This is an optimization exercise on Yosys and OpenROAD, whose aim is small area, not a production implementation.
The RTL of this run was laid out without a check of its function.

==> flow/constraint.sdc <==
create_clock -name core_clock -period 80.0 [get_ports {clk}]
set_input_delay 16.0000 -clock core_clock [delete_from_list [all_inputs] [get_ports {clk}]]
set_output_delay 16.0000 -clock core_clock [all_outputs]
set_load 0.01 [all_outputs]
==> flow/run.sh <==
#!/bin/bash
# synth_recipe.tcl (not shown) runs the flow's synth.tcl, then flattens the netlist and writes it again
# the make line also repeats each setting of config.mk as NAME=value (left out here)
make -C /OpenROAD-flow-scripts/flow DESIGN_CONFIG=/design/flow/config.mk WORK_HOME=/design/flow/orfs CLKGATE_MAP_FILE= SYNTH_SCRIPT=/design/flow/synth_recipe.tcl finish
==> flow/design.v <==
module jukebox_top (
    input        clk,         
    input        rst_n,       
    input        uart_rx,     
    output       led_blink,   
    output       led_pwm,     
    output       buzzer,      
    output       lcd_rs,      
    output       lcd_en,      
    output [3:0] lcd_data     
);
parameter iCLK_frequency = 50000;
parameter NOTE_C4  = 262;
parameter NOTE_D4  = 294;
parameter NOTE_E4  = 330;
parameter NOTE_F4  = 349;
parameter NOTE_G4  = 392;
parameter NOTE_A4  = 440;
parameter NOTE_B4  = 494;
parameter NOTE_C5  = 523;
parameter NOTE_REST = 1;
reg [31:0] counter;
always @(posedge clk) begin
    if (!rst_n) begin
        counter <= 0;
    end else begin
        counter <= counter + 1;  
    end
end
assign led_blink = counter[12];
reg [15:0] pwm_threshold;
reg pwm_direction;
wire pwm_step = (counter[0] == 1'b0);
wire pwm_fading = counter[15:0] < pwm_threshold;
assign led_pwm = pwm_fading;
always @(posedge clk) begin
    if (!rst_n) begin
        pwm_threshold <= 0;
        pwm_direction <= 0;
    end else if (pwm_step) begin
        if (pwm_direction == 0) begin
            if (pwm_threshold == 16'hFFFF) begin
                pwm_direction <= 1;  
            end else begin
                pwm_threshold <= pwm_threshold + 1;  
            end
        end else begin
            if (pwm_threshold == 16'h0000) begin
                pwm_direction <= 0;  
            end else begin
                pwm_threshold <= pwm_threshold - 1;  
            end
        end
    end
end
reg [31:0] music_counter;
reg [31:0] music_divisor;
reg [31:0] music_frequency;
always @(posedge clk) begin
    if (!rst_n) begin
        music_counter <= 0;
        music_divisor <= 0;
    end else begin
        music_divisor <= iCLK_frequency / music_frequency;
        if (music_counter < (music_divisor-1)) begin
            music_counter <= music_counter + 1;
        end else begin
            music_counter <= 32'd0;
        end
    end
end
wire music_tone = music_frequency > 10 ?  
                    ((music_counter < (music_divisor/2)) ? 1'b1 : 1'b0) :  
                    (1'b0);  
assign buzzer = music_tone;
wire       lcd_refresh = counter[14];
wire [3:0] lcd_counter = counter[18:15];
wire       lcd_refresh_rise = (counter[14:0] == 15'h3FFF);
reg [15*8+7:0] lcd_line1;
reg [15*8+7:0] lcd_line2;
reg [15*8+7:0] lcd_line1_noscroll;
reg [15*8+7:0] lcd_line2_noscroll;
always @(posedge clk) begin
    if (!rst_n) begin
        lcd_line1 <= "                ";
        lcd_line2 <= "                ";
    end else if (lcd_refresh_rise) begin
        lcd_line1 <= lcd_line1_noscroll << 8*lcd_counter | lcd_line1_noscroll >> 8*(16-lcd_counter);
        lcd_line2 <= lcd_line2_noscroll >> 8*lcd_counter | lcd_line2_noscroll << 8*(16-lcd_counter);
    end
end
wire lcd_rw;
lcd #(
    .CLOCK_RATE(iCLK_frequency)
) u_lcd (
    .CLOCK(clk),
    .SYNC_RST(rst_n),
    .REFRESH(lcd_refresh),
    .LCD_RS(lcd_rs),
    .LCD_EN(lcd_en),
    .LCD_RW(lcd_rw),
    .LCD_DATA(lcd_data),
    .LCD_LINE1(lcd_line1),
    .LCD_LINE2(lcd_line2)
);
wire [7:0] uart_data;
wire       uart_ready;
uart_rx #(
    .CLOCK_RATE(iCLK_frequency),
    .BAUD_RATE(1200)
) u_uart (
    .i_CLK(clk),
    .i_RST_N(rst_n),
    .i_RX(uart_rx),
    .o_READY(uart_ready),
    .o_DATA(uart_data)
);
reg [15:0] jukebox_index;
reg [31:0] jukebox_counter;
reg [31:0] jukebox_frequency;
parameter MUSIC_NOTE = iCLK_frequency / 1000 * 250;  
parameter MUSIC_REST = iCLK_frequency / 1000 * 50;  
parameter MUSIC_DELAY = MUSIC_NOTE + MUSIC_REST;
parameter MUSIC_NONE = 0;
parameter MUSIC_0 = 1;  
parameter MUSIC_1 = MUSIC_0+9;   
parameter MUSIC_2 = MUSIC_1+30;  
parameter MUSIC_3 = MUSIC_2+50;  
parameter MUSIC_4 = MUSIC_3+30;  
always @(posedge clk) begin
  if (!rst_n) begin
    jukebox_index <= 0;
    jukebox_counter <= 0;
    jukebox_frequency <= NOTE_REST;
    music_frequency <= NOTE_REST;
    lcd_line1_noscroll <= " [Hello World!] ";
    lcd_line2_noscroll <= "---------------X";
  end else begin
    if (jukebox_counter < MUSIC_DELAY) begin
        jukebox_counter <= jukebox_counter + 1;
        if (jukebox_counter < MUSIC_NOTE) begin
            music_frequency <= jukebox_frequency;
        end else begin
            music_frequency <= NOTE_REST;
        end
    end else begin
        jukebox_counter <= 0;
        case (uart_data)
            "A": if (jukebox_index < MUSIC_0 || MUSIC_1 <= jukebox_index) jukebox_index <= MUSIC_0; else jukebox_index <= jukebox_index + 1;
            "B": if (jukebox_index < MUSIC_1 || MUSIC_2 <= jukebox_index) jukebox_index <= MUSIC_1; else jukebox_index <= jukebox_index + 1;
            "C": if (jukebox_index < MUSIC_2 || MUSIC_3 <= jukebox_index) jukebox_index <= MUSIC_2; else jukebox_index <= jukebox_index + 1;
            "D": if (jukebox_index < MUSIC_3 || MUSIC_4 <= jukebox_index) jukebox_index <= MUSIC_3; else jukebox_index <= jukebox_index + 1;
            default: jukebox_index <= MUSIC_NONE;
        endcase
        lcd_line1_noscroll <= "[Music Jukebox] ";
        case (uart_data)
            "A": lcd_line2_noscroll <= "Do, Re, Mi...   ";
            "B": lcd_line2_noscroll <= "Little Lamb     ";
            "C": lcd_line2_noscroll <= "Twinkle Twinkle ";
            "D": lcd_line2_noscroll <= "Old MacDonald   ";
            default: lcd_line2_noscroll <= {"---------------", uart_data};
        endcase
    end
    case (jukebox_index)
        MUSIC_0+0: jukebox_frequency <= NOTE_C4;
        MUSIC_0+1: jukebox_frequency <= NOTE_D4;
        MUSIC_0+2: jukebox_frequency <= NOTE_E4;
        MUSIC_0+3: jukebox_frequency <= NOTE_F4;
        MUSIC_0+4: jukebox_frequency <= NOTE_G4;
        MUSIC_0+5: jukebox_frequency <= NOTE_A4;
        MUSIC_0+6: jukebox_frequency <= NOTE_B4;
        MUSIC_0+7: jukebox_frequency <= NOTE_C5;
        MUSIC_0+8: jukebox_index <= 0;
        MUSIC_1+0: jukebox_frequency <= NOTE_E4;
        MUSIC_1+1: jukebox_frequency <= NOTE_D4;
        MUSIC_1+2: jukebox_frequency <= NOTE_C4;
        MUSIC_1+3: jukebox_frequency <= NOTE_D4;
        MUSIC_1+4: jukebox_frequency <= NOTE_E4;
        MUSIC_1+5: jukebox_frequency <= NOTE_E4;
        MUSIC_1+6: jukebox_frequency <= NOTE_E4;
        MUSIC_1+7: jukebox_frequency <= NOTE_REST;
        MUSIC_1+8: jukebox_frequency <= NOTE_D4;
        MUSIC_1+9: jukebox_frequency <= NOTE_D4;
        MUSIC_1+10: jukebox_frequency <= NOTE_D4;
        MUSIC_1+11: jukebox_frequency <= NOTE_E4;
        MUSIC_1+12: jukebox_frequency <= NOTE_E4;
        MUSIC_1+13: jukebox_frequency <= NOTE_E4;
        MUSIC_1+14: jukebox_frequency <= NOTE_REST;
        MUSIC_1+15: jukebox_frequency <= NOTE_E4;
        MUSIC_1+16: jukebox_frequency <= NOTE_D4;
        MUSIC_1+17: jukebox_frequency <= NOTE_C4;
        MUSIC_1+18: jukebox_frequency <= NOTE_D4;
        MUSIC_1+19: jukebox_frequency <= NOTE_E4;
        MUSIC_1+20: jukebox_frequency <= NOTE_E4;
        MUSIC_1+21: jukebox_frequency <= NOTE_E4;
        MUSIC_1+22: jukebox_frequency <= NOTE_E4;
        MUSIC_1+23: jukebox_frequency <= NOTE_D4;
        MUSIC_1+24: jukebox_frequency <= NOTE_D4;
        MUSIC_1+25: jukebox_frequency <= NOTE_E4;
        MUSIC_1+26: jukebox_frequency <= NOTE_D4;
        MUSIC_1+27: jukebox_frequency <= NOTE_C4;
        MUSIC_1+28: jukebox_frequency <= NOTE_REST;
        MUSIC_1+29: jukebox_index <= 0;
        MUSIC_2+0: jukebox_frequency <= NOTE_C4;
        MUSIC_2+1: jukebox_frequency <= NOTE_C4;
        MUSIC_2+2: jukebox_frequency <= NOTE_G4;
        MUSIC_2+3: jukebox_frequency <= NOTE_G4;
        MUSIC_2+4: jukebox_frequency <= NOTE_A4;
        MUSIC_2+5: jukebox_frequency <= NOTE_A4;
        MUSIC_2+6: jukebox_frequency <= NOTE_G4;
        MUSIC_2+7: jukebox_frequency <= NOTE_REST;
        MUSIC_2+8: jukebox_frequency <= NOTE_F4;
        MUSIC_2+9: jukebox_frequency <= NOTE_F4;
        MUSIC_2+10: jukebox_frequency <= NOTE_E4;
        MUSIC_2+11: jukebox_frequency <= NOTE_E4;
        MUSIC_2+12: jukebox_frequency <= NOTE_D4;
        MUSIC_2+13: jukebox_frequency <= NOTE_D4;
        MUSIC_2+14: jukebox_frequency <= NOTE_C4;
        MUSIC_2+15: jukebox_frequency <= NOTE_REST;
        MUSIC_2+16: jukebox_frequency <= NOTE_G4;
        MUSIC_2+17: jukebox_frequency <= NOTE_G4;
        MUSIC_2+18: jukebox_frequency <= NOTE_F4;
        MUSIC_2+19: jukebox_frequency <= NOTE_F4;
        MUSIC_2+20: jukebox_frequency <= NOTE_E4;
        MUSIC_2+21: jukebox_frequency <= NOTE_E4;
        MUSIC_2+22: jukebox_frequency <= NOTE_D4;
        MUSIC_2+23: jukebox_frequency <= NOTE_REST;
        MUSIC_2+24: jukebox_frequency <= NOTE_G4;
        MUSIC_2+25: jukebox_frequency <= NOTE_G4;
        MUSIC_2+26: jukebox_frequency <= NOTE_F4;
        MUSIC_2+27: jukebox_frequency <= NOTE_F4;
        MUSIC_2+28: jukebox_frequency <= NOTE_E4;
        MUSIC_2+29: jukebox_frequency <= NOTE_E4;
        MUSIC_2+30: jukebox_frequency <= NOTE_D4;
        MUSIC_2+31: jukebox_frequency <= NOTE_REST;
        MUSIC_2+32: jukebox_frequency <= NOTE_C4;
        MUSIC_2+33: jukebox_frequency <= NOTE_C4;
        MUSIC_2+34: jukebox_frequency <= NOTE_G4;
        MUSIC_2+35: jukebox_frequency <= NOTE_G4;
        MUSIC_2+36: jukebox_frequency <= NOTE_A4;
        MUSIC_2+37: jukebox_frequency <= NOTE_A4;
        MUSIC_2+38: jukebox_frequency <= NOTE_G4;
        MUSIC_2+39: jukebox_frequency <= NOTE_REST;
        MUSIC_2+40: jukebox_frequency <= NOTE_F4;
        MUSIC_2+41: jukebox_frequency <= NOTE_F4;
        MUSIC_2+42: jukebox_frequency <= NOTE_E4;
        MUSIC_2+43: jukebox_frequency <= NOTE_E4;
        MUSIC_2+44: jukebox_frequency <= NOTE_D4;
        MUSIC_2+45: jukebox_frequency <= NOTE_D4;
        MUSIC_2+46: jukebox_frequency <= NOTE_C4;
        MUSIC_2+47: jukebox_frequency <= NOTE_REST;
        MUSIC_2+48: jukebox_index <= 0;
        MUSIC_3+0: jukebox_frequency <= NOTE_G4;
        MUSIC_3+1: jukebox_frequency <= NOTE_G4;
        MUSIC_3+2: jukebox_frequency <= NOTE_G4;
        MUSIC_3+3: jukebox_frequency <= NOTE_D4;
        MUSIC_3+4: jukebox_frequency <= NOTE_E4;
        MUSIC_3+5: jukebox_frequency <= NOTE_E4;
        MUSIC_3+6: jukebox_frequency <= NOTE_D4;
        MUSIC_3+7: jukebox_frequency <= NOTE_REST;
        MUSIC_3+8: jukebox_frequency <= NOTE_B4;
        MUSIC_3+9: jukebox_frequency <= NOTE_B4;
        MUSIC_3+10: jukebox_frequency <= NOTE_A4;
        MUSIC_3+11: jukebox_frequency <= NOTE_A4;
        MUSIC_3+12: jukebox_frequency <= NOTE_G4;
        MUSIC_3+13: jukebox_frequency <= NOTE_REST;
        MUSIC_3+14: jukebox_frequency <= NOTE_D4;
        MUSIC_3+15: jukebox_frequency <= NOTE_G4;
        MUSIC_3+16: jukebox_frequency <= NOTE_G4;
        MUSIC_3+17: jukebox_frequency <= NOTE_G4;
        MUSIC_3+18: jukebox_frequency <= NOTE_D4;
        MUSIC_3+19: jukebox_frequency <= NOTE_E4;
        MUSIC_3+20: jukebox_frequency <= NOTE_E4;
        MUSIC_3+21: jukebox_frequency <= NOTE_D4;
        MUSIC_3+22: jukebox_frequency <= NOTE_REST;
        MUSIC_3+23: jukebox_frequency <= NOTE_B4;
        MUSIC_3+24: jukebox_frequency <= NOTE_B4;
        MUSIC_3+25: jukebox_frequency <= NOTE_A4;
        MUSIC_3+26: jukebox_frequency <= NOTE_A4;
        MUSIC_3+27: jukebox_frequency <= NOTE_G4;
        MUSIC_3+28: jukebox_frequency <= NOTE_REST;
        MUSIC_3+29: jukebox_index <= 0;
        default: jukebox_frequency <= NOTE_REST;
    endcase
  end
end
endmodule
module lcd #(
    parameter CLOCK_RATE = 48000000
)(
    input CLOCK,
    input SYNC_RST,
    input REFRESH,
    output reg LCD_RS,
    output reg LCD_EN,
    output reg LCD_RW,
    output reg [3:0] LCD_DATA,
    input [16*8-1:0] LCD_LINE1,
    input [16*8-1:0] LCD_LINE2
);
    parameter STATE_UPPER_DATA = 0;  
    parameter STATE_UPPER_CLOCK = 1;  
    parameter STATE_LOWER_DATA = 2;   
    parameter STATE_LOWER_CLOCK = 3;  
    parameter STATE_NEXT_INSTRUCTION = 4;
    parameter END_OF_INDEX = 256;
    parameter DELAY_CYCLES_CMD = CLOCK_RATE * 300 / 1000000;  
    parameter DELAY_CYCLES_CHR = CLOCK_RATE * 40 / 1000000;  
    wire [23:0] delay_cycles = (instruction[8] == 1'b1) ? DELAY_CYCLES_CHR : DELAY_CYCLES_CMD;
    reg [8:0] instruction;
    reg [9:0] index;
    reg [3:0] state;
    reg [23:0] delay;
    always @(posedge CLOCK) begin
        if (!SYNC_RST) begin
            index <= 0;
            state <= STATE_UPPER_DATA;
            delay <= 0;
            LCD_RS <= 1'b0;
            LCD_EN <= 1'b0;
            LCD_RW <= 1'b0;
            LCD_DATA <= 4'h0;
        end else begin
            case (state)
                STATE_UPPER_DATA: begin
                    LCD_RW <= 1'b0;
                    LCD_EN <= 1'b1;
                    LCD_RS <= instruction[8];
                    LCD_DATA[3:0] <= instruction[7:4];
                    state <= STATE_UPPER_CLOCK;
                    delay <= 0;
                end
                STATE_UPPER_CLOCK: begin
                    if (delay < delay_cycles) begin
                            delay <= delay + 1;
                        if ((delay_cycles/2) < delay) begin
                                LCD_EN <= 1'b0;
                        end
                    end else begin
                        state <= STATE_LOWER_DATA;
                        delay <= 0;
                    end
                end
                STATE_LOWER_DATA: begin
                    LCD_EN <= 1'b1;
                    LCD_RS <= instruction[8];
                    LCD_DATA[3:0] <= instruction[3:0];
                    state <= STATE_LOWER_CLOCK;
                    delay <= 0;
                end
                STATE_LOWER_CLOCK: begin
                    if (delay < delay_cycles) begin
                            delay <= delay + 1;
                        if ((delay_cycles/2) < delay) begin
                                LCD_EN <= 1'b0;
                        end
                    end else begin
                        state <= STATE_NEXT_INSTRUCTION;
                        delay <= 0;
                    end
                end
                STATE_NEXT_INSTRUCTION: begin
                    LCD_RW <= 1'b1;
                    if (delay < delay_cycles) begin
                            delay <= delay + 1;
                    end else begin
                        if (index < END_OF_INDEX) begin
                            index <= index + 1;
                            state <= STATE_UPPER_DATA;
                        end else if (REFRESH == 1'b1) begin
                            index <= 10;
                            state <= STATE_UPPER_DATA;
                        end
                    end
                end
                default: begin
                    index <= 0;
                    state <= STATE_UPPER_DATA;
                    delay <= 0;
                end
            endcase
        end
    end
    always @(*) begin
        case (index)
            0: instruction <= {1'b0, 8'h33};  
            1: instruction <= {1'b0, 8'h32};  
            2: instruction <= {1'b0, 8'h28};  
            3: instruction <= {1'b0, 8'h06};  
            4: instruction <= {1'b0, 8'h0C};  
            5: instruction <= {1'b0, 8'h01};  
            9: instruction <= {1'b0, 8'h01};  
            10: instruction <= {1'b0, 8'h80};  
            11: instruction <= {1'b1, LCD_LINE1[15*8+7:15*8]};  
            12: instruction <= {1'b1, LCD_LINE1[14*8+7:14*8]};  
            13: instruction <= {1'b1, LCD_LINE1[13*8+7:13*8]};  
            14: instruction <= {1'b1, LCD_LINE1[12*8+7:12*8]};  
            15: instruction <= {1'b1, LCD_LINE1[11*8+7:11*8]};  
            16: instruction <= {1'b1, LCD_LINE1[10*8+7:10*8]};  
            17: instruction <= {1'b1, LCD_LINE1[9*8+7:9*8]};  
            18: instruction <= {1'b1, LCD_LINE1[8*8+7:8*8]};  
            19: instruction <= {1'b1, LCD_LINE1[7*8+7:7*8]};  
            20: instruction <= {1'b1, LCD_LINE1[6*8+7:6*8]};  
            21: instruction <= {1'b1, LCD_LINE1[5*8+7:5*8]};  
            22: instruction <= {1'b1, LCD_LINE1[4*8+7:4*8]};  
            23: instruction <= {1'b1, LCD_LINE1[3*8+7:3*8]};  
            24: instruction <= {1'b1, LCD_LINE1[2*8+7:2*8]};  
            25: instruction <= {1'b1, LCD_LINE1[1*8+7:1*8]};  
            26: instruction <= {1'b1, LCD_LINE1[0*8+7:0*8]};  
            30: instruction <= {1'b0, 8'hC0};  
            31: instruction <= {1'b1, LCD_LINE2[15*8+7:15*8]};  
            32: instruction <= {1'b1, LCD_LINE2[14*8+7:14*8]};  
            33: instruction <= {1'b1, LCD_LINE2[13*8+7:13*8]};  
            34: instruction <= {1'b1, LCD_LINE2[12*8+7:12*8]};  
            35: instruction <= {1'b1, LCD_LINE2[11*8+7:11*8]};  
            36: instruction <= {1'b1, LCD_LINE2[10*8+7:10*8]};  
            37: instruction <= {1'b1, LCD_LINE2[9*8+7:9*8]};  
            38: instruction <= {1'b1, LCD_LINE2[8*8+7:8*8]};  
            39: instruction <= {1'b1, LCD_LINE2[7*8+7:7*8]};  
            40: instruction <= {1'b1, LCD_LINE2[6*8+7:6*8]};  
            41: instruction <= {1'b1, LCD_LINE2[5*8+7:5*8]};  
            42: instruction <= {1'b1, LCD_LINE2[4*8+7:4*8]};  
            43: instruction <= {1'b1, LCD_LINE2[3*8+7:3*8]};  
            44: instruction <= {1'b1, LCD_LINE2[2*8+7:2*8]};  
            45: instruction <= {1'b1, LCD_LINE2[1*8+7:1*8]};  
            46: instruction <= {1'b1, LCD_LINE2[0*8+7:0*8]};  
            default: instruction <= {1'b0, 1'h00};  
        endcase 
    end
endmodule
module uart_rx #(
    parameter CLOCK_RATE = 100000000,
    parameter BAUD_RATE = 9600
)(
    input        i_CLK,
    input        i_RST_N,
    input        i_RX,
    output       o_READY,
    output [7:0] o_DATA
);
    parameter CLKS_PER_BIT = CLOCK_RATE / BAUD_RATE;
    parameter STATE_IDLE = 4'h0;
    parameter STATE_START = 4'h1;
    parameter STATE_DATA = 4'h2;
    parameter STATE_STOP = 4'h3;
    reg [3:0] state;
    reg [15:0] delay_count;
    reg [3:0] data_index;
    reg       r_READY;
    reg [7:0] r_DATA;
    assign o_DATA = r_DATA;
    assign o_READY = r_READY;
    reg r_RX;
    reg [9:0] xfer_pipe;
    always @(posedge i_CLK) begin
        if (!i_RST_N)
            { r_RX, xfer_pipe } <= 11'h7FF;
        else
            { r_RX, xfer_pipe } <= { xfer_pipe, i_RX };
    end
    always @(posedge i_CLK) begin
      if (!i_RST_N) begin
        state <= STATE_IDLE;
        delay_count <= 0;
        data_index <= 0;
        r_READY <= 0;
        r_DATA <= "X";
      end else begin
        case (state)
            STATE_IDLE: begin
                r_READY <= 0;
                delay_count <= 0;
                data_index <= 0;
                if (r_RX == 1'b0) begin
                    state <= STATE_START;
                end else begin
                    state <= STATE_IDLE;
                end
            end
            STATE_START: begin
                if (delay_count < (CLKS_PER_BIT/2)) begin
                    delay_count <= delay_count + 1;
                end else begin
                    delay_count <= 0;
                    if (r_RX == 1'b0) begin
                        state <= STATE_DATA;
                    end else begin
                        state <= STATE_IDLE;
                    end
                end
            end
            STATE_DATA: begin
                if (delay_count < CLKS_PER_BIT) begin
                    delay_count <= delay_count + 1;
                end else if (delay_count == CLKS_PER_BIT) begin
                    if (data_index < 7) begin
                        r_DATA[data_index] <= r_RX;
                    end
                    delay_count <= delay_count + 1;
                end else begin
                    delay_count <= 0;
                    if (data_index < 7) begin
                        data_index <= data_index + 1;
                    end else begin
                        state <= STATE_STOP;
                    end
                end
            end
            STATE_STOP: begin
                if (delay_count < CLKS_PER_BIT) begin
                    delay_count <= delay_count + 1;
                end else begin
                    r_READY <= 1'b1;
                    if (r_RX == 1'b1) begin
                        state <= STATE_IDLE;
                    end
                end
            end
        endcase  
      end
    end  
endmodule  
==> flow/config.mk <==
export PLATFORM = sky130hd
export DESIGN_NAME = jukebox_top
export DESIGN_NICKNAME = jukebox_top
export VERILOG_FILES = /design/flow/design.v
export SDC_FILE = /design/flow/constraint.sdc
export NUM_CORES = 4
export LEC_CHECK = 0
export CAP_MARGIN = 20
export CORE_MARGIN = 2
export CORE_UTILIZATION = 40
export SLEW_MARGIN = 20
==> run notes <==
state kept, by name, summed over array words and instances (netlist names), 4 cells and up, named ones only:
| name | cells |
|---|---|
| jukebox_counter | 32 |
| lcd_line1 | 112 |
| lcd_line2_noscroll | 33 |
| lcd_line2 | 128 |
| u_lcd.index | 10 |
| music_frequency | 10 |
| jukebox_frequency | 10 |
| u_uart.xfer_pipe | 10 |
| u_uart.r_DATA | 8 |
| u_lcd.LCD_DATA | 4 |
| music_divisor | 32 |
| music_counter | 32 |
| jukebox_index | 16 |
| u_uart.delay_count | 16 |
| u_uart.data_index | 4 |
| pwm_threshold | 16 |
| counter | 19 |
| u_lcd.delay | 24 |
stage by stage:
| step | setup WS [ns] | TNS, ns | hold WS [ns] | util [%] |
|---|---|---|---|---|
| finish | 5.85 | 0 | 0.409 | 43.9 |
| global route | -0.259 | -0.259 | 0.431 | 43.9 |
| CTS | 0.0494 | 0 | 0.415 | 43.4 |
| detailed placement | -0.797 | -0.797 | 0.391 | 41.8 |
| global placement | 1.21 | 0 | 0.399 | 41.8 |
| floorplan | 0.0465 | 0 | 0.386 | - |
routing by layer:
layer | vias to the layer above | part of all wire [%] | track usage [%]
met5 | - | 0.035 | 0.343
li1 | 29400 | - | -
met2 | 3588 | 43 | 49.8
met3 | 895 | 11 | 7.92
met1 | 30200 | 40 | 40.9
met4 | 8 | 6.6 | 17.4
cell type report:
| cell class | instances | area share [%] |
|---|---|---|
| clock buffer | 72 | 2.70 |
| sequential | 527 | 17.2 |
| timing repair buffer | 234 | 2.95 |
| multi-input combinational | 6800 | 71.1 |
| antenna | 3 | 0.0122 |
| clock inverter | 43 | 0.936 |
| inverter | 204 | 1.26 |
| tap | 1876 | 3.82 |
worst max-delay path: cells and delay by family, from the launching register on:
kind / cells / cell delay, ns
flip-flops: 1 / 0.38
buffers and inverters: 15 / 2.08
adder cells (fa/ha/maj): 30 / 9.39
multiplexers: 7 / 2.05
AND/OR/NAND/NOR: 145 / 23.86
AO/OA/AOI/OAI: 205 / 36.14
synthesized netlist by cell type, drive strengths merged, types with 27 or more instances:
cell,n
a2111oi,27
a211oi,156
a21o,164
a21oi,656
a221oi,78
a22oi,94
a311oi,40
a31oi,94
and2,97
and3,111
and4,28
buf,114
clkbuf,417
dfxtp,527
ha,365
inv,203
mux2,74
mux2i,97
nand2,684
nand2b,147
nand3,217
nand4,105
nor2,1109
nor2b,84
nor3,323
nor4,80
o2111ai,28
o211ai,112
o21a,99
o21ai,608
o221ai,39
o22ai,89
o311ai,29
o31ai,66
or2,51
or3,58
xnor2,206
xor2,135
how the worst max path moves through the flow:
stage,slack [ns],startpoint,to
CTS,0.05,music_frequency[9]$_SDFFE_PN0N_,music_divisor[0]$_SDFF_PN0_
detailed placement,-0.80,music_frequency[9]$_SDFFE_PN0N_,music_divisor[0]$_SDFF_PN0_
finish,5.85,music_frequency[8]$_SDFFE_PN0N_,music_divisor[0]$_SDFF_PN0_
floorplan,0.05,music_frequency[0]$_SDFFE_PN1N_,music_divisor[0]$_SDFF_PN0_
global placement,1.21,music_frequency[9]$_SDFFE_PN0N_,music_divisor[0]$_SDFF_PN0_
global route,-0.26,music_frequency[8]$_SDFFE_PN0N_,music_divisor[0]$_SDFF_PN0_
logic make-up (layout without fill, tap and decap cells):
| kind of cell | after synthesis | after routing |
|---|---|---|
| fa+ha+maj | 366 | 366 |
| simple gates | 3188 | 3189 |
| compound gates | 2709 | 2711 |
| flops | 527 | 527 |
| mux | 175 | 175 |
| xor+xnor | 341 | 341 |
| buf+inv | 735 | 553 |
| other cells | 1 | 21 |
timing repair:
action,4_1_cts,5_1_grt
setup buffers,0,38
cloned,0,3
endpoints found under the setup margin,1,3
gates resized for setup,7,117
pin swaps,0,25
==> results.json <==
{
  "slowest_stage": "or4b_4",
  "drt-pass1-iter-count": 7,
  "multi_input_area_um2": 43600,
  "synth_top_cell_by_area": "dfxtp_1",
  "die-area_um2": 144000,
  "synth_mux_area_share_pct": 3.46,
  "antenna_found_initial": 6,
  "final_hold_viol_count": 0,
  "synth_cell_type_count": 143,
  "r2r-start": "music_frequency[8]$_SDFFE_PN0N_",
  "synthAdderAreaFrac_pct": 8.14,
  "hold_path_class": "reg2reg",
  "final_antenna_net_count": 0,
  "routabilityCongestion": 1.08,
  "synth_area_um2": 56300,
  "yosysTopAreaCellShare_pct": 18.7,
  "grt_pass1_vias": 59000,
  "io_pins": 12,
  "clock_sinks": 527,
  "crit_path_end_kind": "flip-flop",
  "placed_area_um2": 58300,
  "vias": 64000,
  "area_delta_synth_final_pct": 8.96,
  "grt_max_degree": 131,
  "synth-main-ff-cell": "dfxtp_1",
  "clock_latency_ns": 0.70,
  "routed_via_density": 6.56,
  "drv_slew": 0,
  "yosys_register_bits": 527,
  "postRouteWirelength_mm": 243,
  "cts_root_buffer": "clkbuf_16",
  "std_cell_rows": 137,
  "cp.arrival_ns": 74.70,
  "finClkSkew_ns": 0.0532,
  "maxSlewHeadroom_pct": 11.7,
  "final_common_cell": "nor2_1",
  "r2r_cells": 402,
  "ctsHoldBuffers": 0,
  "drive_above_1_share_pct": 8.87,
  "netlist_instances": 8042,
  "io_buffer_count": 11,
  "drcViolationCount": 0,
  "worst_hold_path.num_cells": 1,
  "synth-compound-area-share_pct": 32.0,
  "path_max_fanout": 28,
  "dp_hpwl_mm": 171,
  "drv_cap": 0,
  "grt_pass1_wl_mm": 363,
  "fmax_mhz": 13.5,
  "worst_pin_slew_ns": 1.32,
  "dp_cells": 9600,
  "yosys.area_share.simple_pct": 27.2,
  "fp.coreArea_um2": 140000,
  "die_width_um": 379,
  "rrSetupSlack_ns": 5.85,
  "die_h_um": 379,
  "synthTopCellsByArea": "dfxtp_1 (19%), ha_1 (8.1%), nor2_1 (7.4%)",
  "start_util_pct": 40.3,
  "period_share_pct": 92.7,
  "synth_area_per_cell_um2": 7.00,
  "rr_endpoint": "music_divisor[0]$_SDFF_PN0_",
  "ys_seq_area_share_pct": 18.7,
  "critPathKind": "reg2reg",
  "finalSetupViolCount": 0,
  "ys_warn_count": 3,
  "cpPeakStageDelay_ns": 0.63,
  "synth_xor_xnor_area_share_pct": 5.35,
  "drtIter0Drc": 8430,
  "finalNonFillerCells": 9759,
  "finalCriticalPeriod_ns": 74.15,
  "grt_use_total_pct": 32.2,
  "htree_levels": 2,
  "final_cell_mix": "nor2_1 (1,080), nand2_1 (670), a21oi_1 (632)",
  "cp-start-kind": "flip-flop",
  "fin_area_um2": 61400,
  "ctsLongestPathBuffers": 3,
  "drt-wirelength-per-cell_um": 24.9,
  "synth_top_family_by_area": "compound AO/OA/AOI/OAI gates",
  "grt_overflow": 0,
  "synth_edf_count": 0,
  "n_fill_cell": 14500,
  "final_nets": 8197,
  "clkTransAtPathRegs_ns": 0.07,
  "cp_common_cell": "a21o_1",
  "cts_tree": "built",
  "status": "timing/DRC/antenna clean",
  "numCtsBuffers": 61,
  "synthArstFlopShare_pct": 0,
  "hold_start": "u_uart.xfer_pipe[7]$_SDFF_PN1_",
  "hold_end": "u_uart.xfer_pipe[8]$_SDFF_PN1_",
  "crit_required_ns": 80.55,
  "regArea_um2": 10600
}

what the ideal ports hide:
No port has a modelled driver above. Below, the same layout with a new extraction and two added sets of constraints.
Step 1, drivers: a clkbuf_16 drives clk and a buf_2 each remaining input, both assumed.
Step 2 times the ports against the registers' clock, not the clock port: input delays grow and output delays shrink by t, the midpoint of the rising clock arrivals with the driver on.
Slacks: no drivers / after step 1 / after step 2; pairs: no drivers / after step 1.
t (ns): 0.753
setup WS [ns]: 5.851 / 5.851 / 5.851
worst slew at a driven data input, ns: 0.03
After both steps setup and hold are still met in this run. The setup slack of this run moves by 0.000 ns with the drivers and by 0.000 ns with both steps.
